From an optimization exercise on the open Yosys and OpenROAD flow, aimed at small area and a short achievable clock period; shortcuts taken in it are not production practice. Function not checked in this run: the RTL went through the layout flow alone. Power and IR drop assume default switching activity.

==> flow/design.v <==
module axis_fifo
#(
    parameter DATA_WIDTH  = 32,  
    parameter FIFO_DEPTH  = 32   
)
(
    input  logic                      clk_i,
    input  logic                      arstn_i,
    input  logic [DATA_WIDTH   - 1:0] s_axis_tdata_i,
    input  logic                      s_axis_tvalid_i,
    input  logic                      s_axis_tlast_i,
    input  logic [DATA_WIDTH/8 - 1:0] s_axis_tuser_i,
    input  logic [DATA_WIDTH/8 - 1:0] s_axis_tkeep_i,
    output logic                      s_axis_tready_o,
    input  logic                      m_axis_tready_i,
    output logic [DATA_WIDTH   - 1:0] m_axis_tdata_o,
    output logic                      m_axis_tvalid_o,
    output logic                      m_axis_tlast_o
    ,
    output logic [DATA_WIDTH/8 - 1:0] m_axis_tuser_o
    ,
    output logic [DATA_WIDTH/8 - 1:0] m_axis_tkeep_o
);
    localparam ADDR_WIDTH = $clog2(FIFO_DEPTH);  
    logic [DATA_WIDTH   - 1:0] fifo_tdata_mem [FIFO_DEPTH - 1:0];
    logic                      fifo_tlast_mem [FIFO_DEPTH - 1:0];
    logic [DATA_WIDTH/8 - 1:0] fifo_tuser_mem [FIFO_DEPTH - 1:0];
    logic [DATA_WIDTH/8 - 1:0] fifo_tkeep_mem [FIFO_DEPTH - 1:0];
    logic [ADDR_WIDTH  - 1:0] fifo_write_ptr_s;
    logic [ADDR_WIDTH  - 1:0] fifo_read_ptr_s;
    logic                     fifo_full_s;
    logic                     fifo_empty_s;
    always_ff @(posedge clk_i or negedge arstn_i) begin
        if (!arstn_i) begin
            fifo_write_ptr_s <= '0;
        end else if (s_axis_tvalid_i & s_axis_tready_o) begin
            fifo_tdata_mem[fifo_write_ptr_s] <= s_axis_tdata_i;
            fifo_tlast_mem[fifo_write_ptr_s] <= s_axis_tlast_i;
            fifo_tuser_mem[fifo_write_ptr_s] <= s_axis_tuser_i;
            fifo_tkeep_mem[fifo_write_ptr_s] <= s_axis_tkeep_i;
            fifo_write_ptr_s <= fifo_write_ptr_s + {{(ADDR_WIDTH - 1){1'b0}}, 1'b1};
        end
    end
    always_ff @(posedge clk_i or negedge arstn_i) begin
        if (!arstn_i) begin
            fifo_read_ptr_s <= '0;
        end else if (m_axis_tready_i & m_axis_tvalid_o) begin
            fifo_read_ptr_s <= fifo_read_ptr_s + {{(ADDR_WIDTH - 1){1'b0}}, 1'b1};
        end
    end
    assign fifo_empty_s = (fifo_read_ptr_s == fifo_write_ptr_s);
    assign fifo_full_s  = (fifo_write_ptr_s + {{(ADDR_WIDTH - 1){1'b0}}, 1'b1} == fifo_read_ptr_s);
    assign s_axis_tready_o = !fifo_full_s;
    assign m_axis_tdata_o  = fifo_tdata_mem[fifo_read_ptr_s];
    assign m_axis_tuser_o  = fifo_tuser_mem[fifo_read_ptr_s];
    assign m_axis_tkeep_o  = fifo_tkeep_mem[fifo_read_ptr_s];
    assign m_axis_tvalid_o = !fifo_empty_s;
    assign m_axis_tlast_o  = fifo_tlast_mem[fifo_read_ptr_s];
    logic [ADDR_WIDTH:0] fifo_count_s;
    always_comb begin
        if (fifo_write_ptr_s >= fifo_read_ptr_s) begin
            fifo_count_s = fifo_write_ptr_s - fifo_read_ptr_s;
        end else begin
            fifo_count_s = FIFO_DEPTH - (fifo_read_ptr_s - fifo_write_ptr_s);
        end
    end
endmodule
==> flow/run.sh <==
#!/bin/bash
# synth_recipe.tcl (not shown) runs the flow's synth.tcl, then flattens the netlist and writes it again
# the make line also repeats each setting of config.mk as NAME=value (left out here)
make -C /OpenROAD-flow-scripts/flow DESIGN_CONFIG=/design/flow/config.mk WORK_HOME=/design/flow/orfs CLKGATE_MAP_FILE= SYNTH_SCRIPT=/design/flow/synth_recipe.tcl finish
==> flow/config.mk <==
export PLATFORM = sky130hd
export DESIGN_NAME = axis_fifo
export DESIGN_NICKNAME = axis_fifo
export VERILOG_FILES = /design/flow/design.v
export SDC_FILE = /design/flow/constraint.sdc
export NUM_CORES = 4
export LEC_CHECK = 0
export CAP_MARGIN = 20
export CORE_MARGIN = 2
export CORE_UTILIZATION = 40
export SETUP_SLACK_MARGIN = 0.2
export SLEW_MARGIN = 20
==> flow/constraint.sdc <==
create_clock -name core_clock -period 6.5 [get_ports {clk_i}]
set_input_delay 1.3000 -clock core_clock [delete_from_list [all_inputs] [get_ports {clk_i}]]
set_output_delay 1.3000 -clock core_clock [all_outputs]
set_load 0.01 [all_outputs]
==> run summary <==
* Fmax at 160.9 MHz
* CORE AREA at 124000 um^2
* H-tree depth at 4
* Post-synth top cells: edfxtp_1, a22oi_1, clkbuf_1
* Clk Latency, worst-skew pair at 760 ps
* CTS tree: yes
* Non-filler cells, final at 4731
* Area delta synth->final at 15.74%
* Die Span X at 357.6 um
* Max Slew Vio Count at 0
* Final Cycle Share at 95.64%
* DIE AREA at 127900 um^2
* Total CTS buffers at 135
* Clock root buffer: clkbuf_16
* Final net count at 3048
* Hold_buf cts at 0
* Max-cap viol count at 0
* First-pass GRT wire length at 251100 um
* Site row count at 129
* Crit Path Class: register to output port
* Syn nets at 2860
* CP arrival at 4920 ps
* Worst rel slew slack at 18.00%
* DRT iter0 DRCs at 5695
* Smallest hold slack at 604.8 ps
* Syn Area/Cell at 17.84 um^2
* DRC viols at 0
* Post-route setup TNS at 0 ps
* Synth Flop Type: edfxtp_1
* Setup Skew at 26.85 ps
* Final ANT Viol Nets at 0
* Hold Vio Cnt, Final at 0
* Cells after synthesis at 2803
* Crit path capture type: output port
* WL final at 186400 um
* Endpoints failing setup at 0
* Area share of and/or/nand/nor cells after synthesis at 4.413%
* Synth Warn # at 5
* PortBufs at 87
* RSZ-0062 raised after global routing: false
* Ports at 88
* Critical Path Start Type: register
* Most numerous cell in the Yosys netlist: edfxtp_1
* Grt total ovfl at 0
* Vias per cell at 6.691
* Synth cell types at 68
* EDFF count, synth at 1312
* Peak VDD IR at 355.9 uV
* Hold path depth at 1
* Mapped Area at 50020 um^2
* Status: complete, no violations
* Largest net degree at the start of global routing at 47
* Final instance area at 57890 um^2
* Period minus WS final at 6217 ps
* Synth Area in Adders at 0.3002%
* CTS max path bufs at 3
* Initial antenna violation count at 9
* Yosys top cell by area: edfxtp_1
* GP Congestion at 0.8662
* Reg2Reg Depth at 7
* Post-synth ARST share at 0.7564%
* Fillers at 10470
* Share of cells above drive strength 1 at 16.21%
* Largest family of logic cells by synthesized area: compound AO/OA/AOI/OAI gates
* Clk sinks at 1322
* Sequential fraction of the synthesis area at 79.27%
* Worst-Margin Slew at 1230 ps
* Hold Path Class: register to register
* #FFs+latches synth at 1322
* HPWL after DPL at 106000 um
* Post-Synth XOR/XNOR Area at 0.2927%
* Leak at 18.08 nW
* Initial DRT Pass Iterations at 7
* Placed cell area at 53910 um^2
* Max Fanout on Critical Path at 40
* Starting Density at 40.35%
* Top cells by area, synth: edfxtp_1, a22oi_1, mux2_2, mux2i_1, a22o_1
* Gr usage total at 28.84%
* Clock transition at the registers of the reported paths at 60 ps
* Vias at 31650
* Placed instance count at 4491
* Area fraction of the dominant cell type after synthesis at 78.77%
* Vias in the first global route at 30170
* Proportion of synthesized area in mux cells at 3.767%
* Pwr Density at 434.1 nW/um^2
* Die Y at 357.6 um
* Compound-gate portion of the synthesized area at 10.31%
* Average wire per standard cell at 39.40 um
* CP required at 5200 ps
-- registers in the layout, summed over array words and instances, names as in the netlist --
name              count
fifo_read_ptr_s       5
fifo_tdata_mem     1024
fifo_tkeep_mem      128
fifo_tlast_mem       32
fifo_tuser_mem      128
fifo_write_ptr_s      5
-- report_power, final --
part / leakage [nW] / total, mW / internal [mW] / switching [mW]
sequential: 11.9 / 9.91 / 9.67 / 0.240
combinational: 4.17 / 7.87 / 2.62 / 5.26
clock: 1.99 / 7.35 / 4.12 / 3.22
-- cell families after synthesis --
| kind of cell | Yosys count |
|---|---|
| XOR/XNOR | 15 |
| multiplexers | 172 |
| buffers and inverters | 195 |
| AO/OA/AOI/OAI | 673 |
| flip-flops | 1322 |
| AND/OR/NAND/NOR | 414 |
| adder cells (fa/ha/maj) | 12 |
-- metal layers --
metal / vias to the layer above / GRT usage [%] / part of all wire, %
li1: 12020 / - / -
met1: 16190 / 37.24 / 35
met2: 2822 / 44.34 / 45
met3: 606 / 8.672 / 15
met4: 10 / 14.60 / 5.7
met5: - / 0 / 0.042
-- repair_timing --
item                                    4_1_cts  5_1_grt
setup buffers                                 0        0
endpoints found under the setup margin        0        1
resized for setup                             0        1
-- cells in the final DEF, fill, tap and decap left out, types with 23 or more instances in the layout --
cell / count
a21oi_1: 38
a221oi_1: 33
a222oi_1: 31
a22o_1: 63
a22oi_1: 282
a31oi_1: 23
a32oi_1: 30
buf_2: 25
buf_4: 137
clkbuf_1: 31
clkbuf_16: 136
clkdlybuf4s50_1: 62
clkinv_1: 32
edfxtp_1: 1312
mux2_1: 39
mux2_2: 71
mux2i_1: 60
nand2_1: 116
nand3_1: 46
nand4_1: 39
nor2_1: 54
nor2_4: 31
o21ai_0: 35
o22ai_1: 26
-- cell type report --
class                           instances  area [um^2]  share of cell area, %
Antenna cell                            4        10.01                0.01729
Clock buffer                          167         3520                  6.080
Clock inverter                         69        556.8                 0.9617
Inverter                                9        33.78                0.05835
Multi-Input combinational cell       1286        10040                  17.34
Sequential cell                      1322        39660                  68.50
Tap cell                             1637         2048                  3.538
Timing Repair Buffer                  237         2029                  3.506
-- through the flow --
| stage | utilization, % | setup slack (ps) | power (mW) |
|---|---|---|---|
| floorplan | - | 2094 | 13.46 |
| global placement | 43.49 | 1172 | 17.65 |
| detailed placement | 43.49 | 1177 | 17.69 |
| CTS | 46.78 | 365.7 | 24.90 |
| global route | 46.70 | 268.6 | 25.58 |
| finish | 46.70 | 283.4 | 25.13 |
-- critical path, stage by stage, from the launching register on --
cell	delay [ps]
dfrtp_4	840
buf_4	370
buf_4	370
and3b_1	1050
buf_4	310
a22o_1	140
a221oi_1	130
a31oi_1	290
clkdlybuf4s50_1	590
-- final timing paths --
path | start | to | slack [ps]
max in group asynchronous | arstn_i | fifo_read_ptr_s[2] | 5160
min in group asynchronous | arstn_i | fifo_write_ptr_s[2] | 910
max | fifo_read_ptr_s[3] | m_axis_tuser_o[2] | 280
min reg2reg | fifo_read_ptr_s[0] | fifo_read_ptr_s[0] | 600
min | fifo_read_ptr_s[0] | fifo_read_ptr_s[0] | 600
max reg2reg | fifo_read_ptr_s[3] | fifo_tdata_mem[22][7] | 1770

[port drivers added, routing unchanged]
Ports are ideal in the flow. The routed layout listed here was re-timed in OpenROAD.
Step 1 assumes that a clkbuf_16 drives the clock port and a buf_2 every other input.
Step 2 times the ports against the registers' clock, not the clock port: input delays grow and output delays shrink by t, the midpoint of the rising clock arrivals with the driver on.
Three values: ideal ports, drivers, drivers and shift; two values: the first two.
t (ns): 0.819
slack for setup (ns): 0.283 / 0.208 / 1.027
worst register clock-pin slew, ns: 0.06 / 0.06
worst slew at a driven data input, ns: 0.22
After both steps setup and hold are still met in this run. The setup slack of this run moves by -0.075 ns with the drivers and by +0.744 ns with both steps.
